Context: an optimization exercise on an open-source flow, tuned for small area, a short achievable clock period and few clock cycles. The choices shown serve that exercise and are no tape-out recipe.
RTL that was checked went through simulation tests only; none was proved equivalent to the original.

rev 12:
==> flow/design.v (excerpt) <==
module mod_mult_m_23 (
  input  wire        clk,
  input  wire        rst,
  input  wire        in_valid,
  input  wire [22:0] input_data0,
  input  wire [22:0] input_data1,
  output wire        out_valid,
  output reg  [22:0] output_data
);
Size in the first run: roughly 73 I/O pins, about 21,000 um^2 of cells after synthesis.
export LEC_CHECK = 0
export CAP_MARGIN = 20
export CORE_MARGIN = 2
export CORE_UTILIZATION = 45
export SETUP_SLACK_MARGIN = 4.4
export SLEW_MARGIN = 20
export SYNTH_HIERARCHICAL = 1
create_clock -name core_clock -period 7.5 [get_ports {clk}]
standard.sh (not shown) runs the stock make flow with config.mk's settings and CLKGATE_MAP_FILE= SYNTH_SCRIPT=/design/flow/synth_recipe.tcl, a recipe that flattens the netlist after the stock synthesis.
==> flow/flow/run.sh <==
#!/bin/bash
# Own flow: the standard synthesis, then every combinational cell set to its
# smallest drive strength (timing repair upsizes where the margin needs it), then
# the standard layout with port buffers of the smallest buffer cell.
set -euo pipefail
bash standard.sh synth > synth.log 2>&1
R=orfs/results/sky130hd/mod_mult_m_23/base
cp $R/1_2_yosys.v 1_2_yosys.orig.v
python3 flow/downsize.py $R/1_2_yosys.v $FLOW_HOME/platforms/sky130hd/lib/sky130_fd_sc_hd__tt_025C_1v80.lib > downsize.log 2>&1
rm -f $R/1_synth.odb $R/1_synth.sdc
bash standard.sh "BUFFER_PORTS_ARGS=-buffer_cell sky130_fd_sc_hd__buf_1" finish > layout.log 2>&1
==> flow/flow/downsize.py <==
#!/usr/bin/env python3
"""Set every combinational cell of the synthesized netlist to its smallest drive
strength (same function and pins); timing repair later upsizes where needed.
Flip-flops and other sequential cells are left as synthesis made them.
usage: downsize.py NETLIST LIBERTY"""
import re, sys
net, lib = sys.argv[1], sys.argv[2]
lt = open(lib).read()
cells = set(re.findall(r'cell\s*\(\s*"?(sky130_fd_sc_hd__\w+?)"?\s*\)', lt))
seq = set(m for m in cells if re.search(r'__(df|dl|sdf|edf|sdl|lpflow|clk|probe|conb|tap|fill|decap|diode)', m))
txt = open(net).read()
count = {}
def repl(m):
    base, drv = m.group(1), m.group(2)
    full = base + '_' + drv
    if full in seq or base + '_1' in seq:
        return m.group(0)
    for small in ('0', '1'):
        cand = base + '_' + small
        if cand in cells and cand != full and int(small) < int(drv):
            count[full + '->' + cand] = count.get(full + '->' + cand, 0) + 1
            return cand + m.group(3)
    return m.group(0)
txt2 = re.sub(r'\b(sky130_fd_sc_hd__[a-z0-9]+?)_(\d+)(\s+[\\\w])', repl, txt)
open(net, 'w').write(txt2)
for k, v in sorted(count.items()):
    print(v, k)
Rev 12: done, clean on timing, DRC and antenna
Testbench counts of rev 12, summed over its fixed seeds: cycles 24,040.
--- input diff rev 12..rev 13 ---
Settings: a change of CORE_UTILIZATION from 45 to 50; an added CTS_BUF_LIST of sky130_fd_sc_hd__clkbuf_4 sky130_fd_sc_hd__clkbuf_8; a change of CAP_MARGIN from 20 to 5; a change of SLEW_MARGIN from 20 to 5.
==> notes.md <==
- Summary of rev 13 over rev 12: average routed wire per standard cell increased by 4.8% relative to the old numbers, logic depth of the worst path, buffers included closely matched the old numbers.
- Rev 13 went all the way through synthesis, placement and routing and the layout is clean on timing, DRC and antenna.
- In rev 13, global-route usage is higher than in rev 12.

---

Setup of 03-09:
Another version of the RTL of mod_mult_m_23 (not shown whole).
Size: ~1,700 cells after synthesis, about 73 I/O pins, about 20,000 um^2 of cells after synthesis.
Settings: LEC_CHECK=0, CAP_MARGIN=20, CORE_MARGIN=2, CORE_UTILIZATION=50, SETUP_SLACK_MARGIN=3.8, SLEW_MARGIN=20, SYNTH_HIERARCHICAL=1; clock period 7.5 ns.
Scripts as last shown in full above: flow/flow/run.sh, flow/flow/downsize.py
03-09 completed every stage of the flow, and the final layout passed the timing, DRC and antenna checks.
Testbench counts of 03-09, summed over its fixed seeds: cycles 24,040.
What 06-28 does differently from 03-09 at the input level:
- CORE_UTILIZATION: 50 -> 65
==> comparison <==
06-28: no failed stages, no open violations at the end. Comparing 06-28 and 03-09, the higher count of TritonRoute iterations in the first routing pass was measured on 06-28. Utilization: 06-28 > 03-09. 06-28 reports a lower critical path's largest stage delay than 03-09 does. The sequential share of layout area reported for 06-28 is greater than that of 03-09 by 0.27 points. Lower tap cell count was reported by 06-28, not 03-09. Global-route wire length before repair: 06-28 and 03-09 compared, lower one is 06-28. NOTE: global-route usage in 06-28 exceeds that of 03-09. STATUS summed area of non-filler cells in the final layout: 06-28 wins against 03-09.

---

RTL: one of the versions met above, not the one the previous note started from.
Size: ~1800 cells after synthesis, roughly 73 I/O pins.
Settings: LEC_CHECK=0, CAP_MARGIN=20, CORE_MARGIN=2, CORE_UTILIZATION=50, CTS_BUF_LIST=sky130_fd_sc_hd__clkbuf_4 sky130_fd_sc_hd__clkbuf_8, SETUP_SLACK_MARGIN=4.4, SLEW_MARGIN=20, SYNTH_HIERARCHICAL=1; clock period 7.5 ns.
Scripts as last shown in full above: flow/flow/run.sh, flow/flow/downsize.py
Testbench counts at the start, summed over its fixed seeds: cycles 24,040.
Change:
CTS_BUF_LIST = not set   (was sky130_fd_sc_hd__clkbuf_4 sky130_fd_sc_hd__clkbuf_8)
SETUP_SLACK_MARGIN = 4.6   (was 4.4)
Effect:
- wire length went up by 14%
- setup slack is better by 0.11 ns
- cell area came out higher by 6.8%
- utilization came out higher by 3.9 points
- hold slack barely changes
- synthesized area stays the same
- non-clock buffer count rises by 81
- first-iteration DRC count came out higher by 30%
Change:
CAP_MARGIN = 5   (was 20)
SETUP_SLACK_MARGIN = 4.4   (was 4.6)
SLEW_MARGIN = 5   (was 20)
Effect: The changed run went through all stages and came out clean. Routed wire length falls by 14%. Sequential share of layout area rises by 1.4 points. Non-clock buffer count falls by 86. Design area falls by 6.8%. Via count falls by 6.5%. Fmax falls by 4.4%. Cell count falls by 3.4%.
Change:
CAP_MARGIN = 20   (was 5)
CORE_UTILIZATION = 55   (was 50)
SLEW_MARGIN = 20   (was 5)
Final area climbs by 0.37%. Core utilization climbs by 5.5 points. Synthesized area is unchanged. Flip-flop and latch count is unchanged. Cell count drops by 0.92%. Sequential share of layout area hardly moves. Setup slack is better by 0.0039 ns.
Change:
CAP_MARGIN = 5   (was 20)
CORE_UTILIZATION = 50   (was 55)
GPL_ROUTABILITY_DRIVEN = 0   (was not set)
SLEW_MARGIN = 5   (was 20)
=>
- The new run finished clean
- worst setup slack gets better by 0.014 ns
- design area barely changes
- sequential share of layout area went down by 0.18 points
- hold slack gets better by 0.0062 ns
- cell count went up by 1.1%
Change:
CAP_MARGIN = 20   (was 5)
GPL_ROUTABILITY_DRIVEN = not set   (was 0)
SLEW_MARGIN = 20   (was 5)
After rerunning:
- The changed run completed without violations
- clock skew came out higher by 0.017 ns
- global-route usage barely changes
- worst hold slack gets worse by 0.0037 ns
- non-clock buffer count came out lower by 2
- cell count is unchanged
- cell area is about the same
- worst setup slack gets worse by 0.013 ns

---

mod_mult_m_23, a different RTL version from the one above (not shown whole).
For scale: about 20000 um^2 of cells after synthesis.
export LEC_CHECK = 0
export CAP_MARGIN = 20
export CORE_MARGIN = 2
export CORE_UTILIZATION = 50
export SETUP_SLACK_MARGIN = 3.8
export SLEW_MARGIN = 20
export SYNTH_HIERARCHICAL = 1
create_clock -name core_clock -period 7.5 [get_ports {clk}]
Scripts as last shown in full above: flow/flow/run.sh, flow/flow/downsize.py
Next try:
==> flow/run.sh (new file) <==
#!/bin/bash
# synth_recipe.tcl (not shown) runs the flow's synth.tcl, then flattens the netlist and writes it again
# the make line also repeats each setting of config.mk as NAME=value (left out here)
make -C /OpenROAD-flow-scripts/flow DESIGN_CONFIG=/design/flow/config.mk WORK_HOME=/design/flow/orfs CLKGATE_MAP_FILE= SYNTH_SCRIPT=/design/flow/synth_recipe.tcl finish
- CORE_UTILIZATION: 50 -> 40
- SETUP_SLACK_MARGIN: 3.8 -> 4.2
removed: flow/flow/run.sh
removed: flow/flow/downsize.py
removed: flow/standard.sh
Outcome: Global-route usage came out lower by 3.3 points; maximum frequency grows by a few percent; non-clock buffer count rose by 117; setup slack is better by 0.085 ns; final area is higher by about a fifth; synthesized cell count is unchanged; worst hold slack gets worse by 0.0067 ns.
Next try:
- CORE_UTILIZATION: 40 -> 50
- SETUP_SLACK_MARGIN: 4.2 -> 3.8
Result: The new run passed the timing, DRC and antenna checks. Cell count decreases by 6.7%. Clock skew barely changes. Global-route usage went up by 4.3 points. Die area shrinks by about 20%. Sequential share of layout area rises by 1.1 points. Count of clock-buffer cells in the layout increases by 4. Final area came out lower by about 6%. Critical path depth came out lower by 3. Utilization goes up by 8.9 points.
Next try:
==> flow/flow/run.sh (new file) <==
#!/bin/bash
# Own flow: the standard layout, with its scripts kept for inspection.
cp standard.sh standard.sh.txt 2>/dev/null
cp config.mk config.mk.txt 2>/dev/null
bash standard.sh > standard.log 2>&1
==> flow/standard.sh (new file) <==
#!/bin/bash
# synth_recipe.tcl (not shown) runs the flow's synth.tcl, then flattens the netlist and writes it again
# the make line also repeats each setting of config.mk as NAME=value (left out here)
make -C /OpenROAD-flow-scripts/flow DESIGN_CONFIG=/design/flow/config.mk WORK_HOME=/design/flow/orfs CLKGATE_MAP_FILE= SYNTH_SCRIPT=/design/flow/synth_recipe.tcl "${@:-finish}"
removed: flow/run.sh
What happened: Synthesized cell count stays the same; register-to-register slack barely changes; non-clock buffer count is unchanged.
Next try:
==> flow/run.sh (new file) <==
#!/bin/bash
# synth_recipe.tcl (not shown) runs the flow's synth.tcl, then flattens the netlist and writes it again
# the make line also repeats each setting of config.mk as NAME=value (left out here)
make -C /OpenROAD-flow-scripts/flow DESIGN_CONFIG=/design/flow/config.mk WORK_HOME=/design/flow/orfs CLKGATE_MAP_FILE= SYNTH_SCRIPT=/design/flow/synth_recipe.tcl finish
- CTS_BUF_LIST: not set -> sky130_fd_sc_hd__clkbuf_8
- CTS_CLUSTER_SIZE: not set -> 24
removed: flow/flow/run.sh
removed: flow/standard.sh
The new run completed with no timing, DRC or antenna violations.
Fmax stays flat.
Setup slack gains 0.0040 ns.
Final area stays flat.
Non-clock buffer count is higher by 1.
Sequential share of layout area stays flat.
Clock skew stays flat.
Next try:
- CTS_BUF_LIST: sky130_fd_sc_hd__clkbuf_8 -> not set
- CTS_CLUSTER_SIZE: 24 -> not set
- SETUP_SLACK_MARGIN: 3.8 -> 3.4
Maximum frequency fell by 8.1%.
Final area fell by 3.9%.
Synthesized cell count is unchanged.
Worst setup slack got worse by 0.32 ns.
Synthesized area is unchanged.
Wire length fell by about 7%.
Global-route usage fell by 1.4 points.
Cell count fell by 3.4%.
Utilization fell by 2.3 points.
No run of this note included a check of the RTL's function; only the layout flow was run.

---

== trial 44 ==
mod_mult_m_23, a different RTL version from the one above (not shown whole).
For scale: about 1800 cells after synthesis, ~73 I/O pins, ~21000 um2 of cells after synthesis.
==> flow/design.v (excerpt) <==
module mod_mult_m_23 (
  input  wire        clk,
  input  wire        rst,
  input  wire        in_valid,
  input  wire [22:0] input_data0,
  input  wire [22:0] input_data1,
  output wire        out_valid,
  output reg  [22:0] output_data
);
export LEC_CHECK = 0
export CAP_MARGIN = 20
export CORE_MARGIN = 2
export CORE_UTILIZATION = 50
export SETUP_SLACK_MARGIN = 4.2
export SLEW_MARGIN = 20
export SYNTH_HIERARCHICAL = 1
create_clock -name core_clock -period 7.5 [get_ports {clk}]
==> flow/flow/run.sh <==
#!/bin/bash
# Own flow: the standard synthesis, then every combinational cell set to its
# smallest drive strength (timing repair upsizes where the margin needs it), then
# the standard layout with port buffers of the smallest buffer cell.
set -euo pipefail
bash standard.sh synth > synth.log 2>&1
R=orfs/results/sky130hd/mod_mult_m_23/base
cp $R/1_2_yosys.v 1_2_yosys.orig.v
python3 flow/downsize.py $R/1_2_yosys.v $FLOW_HOME/platforms/sky130hd/lib/sky130_fd_sc_hd__tt_025C_1v80.lib > downsize.log 2>&1
rm -f $R/1_synth.odb $R/1_synth.sdc
bash standard.sh "BUFFER_PORTS_ARGS=-buffer_cell sky130_fd_sc_hd__buf_1" finish > layout.log 2>&1
==> flow/flow/downsize.py <==
#!/usr/bin/env python3
"""Set every combinational cell of the synthesized netlist to its smallest drive
strength (same function and pins); timing repair later upsizes where needed.
Flip-flops and other sequential cells are left as synthesis made them.
usage: downsize.py NETLIST LIBERTY"""
import re, sys
net, lib = sys.argv[1], sys.argv[2]
lt = open(lib).read()
cells = set(re.findall(r'cell\s*\(\s*"?(sky130_fd_sc_hd__\w+?)"?\s*\)', lt))
seq = set(m for m in cells if re.search(r'__(df|dl|sdf|edf|sdl|lpflow|clk|probe|conb|tap|fill|decap|diode)', m))
txt = open(net).read()
count = {}
def repl(m):
    base, drv = m.group(1), m.group(2)
    full = base + '_' + drv
    if full in seq or base + '_1' in seq:
        return m.group(0)
    for small in ('0', '1'):
        cand = base + '_' + small
        if cand in cells and cand != full and int(small) < int(drv):
            count[full + '->' + cand] = count.get(full + '->' + cand, 0) + 1
            return cand + m.group(3)
    return m.group(0)
txt2 = re.sub(r'\b(sky130_fd_sc_hd__[a-z0-9]+?)_(\d+)(\s+[\\\w])', repl, txt)
open(net, 'w').write(txt2)
for k, v in sorted(count.items()):
    print(v, k)
Testbench counts of trial 44, summed over its fixed seeds: cycles 24,040.
diff inputs: trial 44 => trial 80
- swapping 4.2 for 4.6 in SETUP_SLACK_MARGIN
Findings:
- Timing, DRC, antenna: 0 failures across trial 44 and trial 80
- Diff trial 44 -> trial 80: cell count of the worst hold path now sits at about the same level; detailed-route wire length now sits higher.
- Comparing number of inserted filler cells in the final layout for trial 44 and trial 80, the smaller number came from trial 80.
- Trial 80 -> trial 44: total standard cell area after synthesis delta 0, exact match
- Final cell area excluding filler cells deteriorates in trial 80 relative to trial 44.
- Trial 80 reports its worst setup path startpoint as y1914 while trial 44 reports a_r[12].

---

## v6
mod_mult_m_23 with an RTL version that a note above also has.
Size: about 73 I/O pins.
Settings: LEC_CHECK=0, CAP_MARGIN=20, CORE_MARGIN=2, CORE_UTILIZATION=55, SETUP_SLACK_MARGIN=4.2, SLEW_MARGIN=20, SYNTH_HIERARCHICAL=1; clock period 7.5 ns.
run.sh (not shown) runs the stock make flow with config.mk's settings and CLKGATE_MAP_FILE= SYNTH_SCRIPT=/design/flow/synth_recipe.tcl, a recipe that flattens the netlist after the stock synthesis.
Stock flow here: none of the scripts above is used.
The following lists how v7 was set up differently from v6:
Settings: CORE_UTILIZATION now 50, was 55; SETUP_SLACK_MARGIN now 4.6, was 4.2.
Notes after the runs:
Going from v6 to v7, layout overhead on the synthesized area grows by 5.9 points. Diff v6 and v7: vias per cell lower in v7. Total wirelength of the detailed-routed design: v6 and v7 compared, higher one is v7. Run comparison: v7 startpoint of the worst setup timing path be308; v6 startpoint of the worst setup timing path a_r[12]. Between v6 and v7, first-pass GRT wire length is lower for v6, v7 comes in above that.
Function was not checked in any run of this note: the RTL went through the layout flow alone.

[separate check: timing with driven ports]
The flow's constraints put no driver on any port. The routed layouts listed below were extracted and timed again, unchanged, in two steps. Step 1 sets driving cells, clkbuf_16 on the clock port and buf_2 on the other inputs (assumed; they add their load-dependent delay and slew). Step 2 moves the port delays by t, midway between the first and last clock arrival at a register: inputs arrive t later, outputs are due t later. That takes back most of the time a late clock gives input paths. a / b / c = ideal / step 1 / step 2; a / b = the first two.
run | t (ns) | setup slack, ns | hold WS [ns] | worst setup path at the end
rev 12 | 0.599 | 4.429 / 4.429 / 4.429 | 0.349 / 0.349 / 0.349 | register to register
rev 13 | 0.690 | 4.437 / 4.437 / 4.437 | 0.346 / 0.346 / 0.346 | register to register
03-09 | 0.641 | 3.966 / 3.966 / 3.966 | 0.348 / 0.348 / 0.348 | register to register
06-28 | 0.609 | 3.825 / 3.825 / 3.825 | 0.352 / 0.352 / 0.352 | register to register
the first run of note 3 | 0.692 | 4.464 / 4.464 / 4.464 | 0.352 / 0.352 / 0.352 | register to register
the second run of note 3 | 0.618 | 4.576 / 4.576 / 4.576 | 0.353 / 0.353 / 0.353 | register to register
the third run of note 3 | 0.599 | 4.441 / 4.441 / 4.441 | 0.351 / 0.351 / 0.351 | register to register
the fourth run of note 3 | 0.599 | 4.445 / 4.445 / 4.445 | 0.349 / 0.349 / 0.349 | register to register
the fifth run of note 3 | 0.597 | 4.458 / 4.458 / 4.458 | 0.355 / 0.355 / 0.355 | register to register
the sixth run of note 3 | 0.601 | 4.446 / 4.446 / 4.446 | 0.351 / 0.351 / 0.351 | register to register
the first run of note 4 | 0.648 | 3.883 / 3.883 / 3.883 | 0.352 / 0.352 / 0.352 | register to register
the second run of note 4 | 0.607 | 3.968 / 3.968 / 3.968 | 0.345 / 0.345 / 0.345 | register to register
the third run of note 4 | 0.661 | 3.848 / 3.848 / 3.848 | 0.349 / 0.349 / 0.349 | register to register
the fourth run of note 4 | 0.661 | 3.848 / 3.848 / 3.848 | 0.349 / 0.349 / 0.349 | register to register
the fifth run of note 4 | 0.690 | 3.852 / 3.852 / 3.852 | 0.349 / 0.349 / 0.349 | register to register
the sixth run of note 4 | 0.640 | 3.531 / 3.531 / 3.531 | 0.351 / 0.351 / 0.351 | register to register
trial 44 | 0.597 | 4.293 / 4.293 / 4.293 | 0.341 / 0.341 / 0.341 | register to register
trial 80 | 0.601 | 4.360 / 4.360 / 4.360 | 0.349 / 0.349 / 0.349 | register to register
v6 | 0.650 | 3.916 / 3.916 / 3.916 | 0.352 / 0.352 / 0.352 | register to register
v7 | 0.661 | 3.905 / 3.905 / 3.905 | 0.350 / 0.350 / 0.350 | register to register
After both steps every run listed still meets setup and hold.
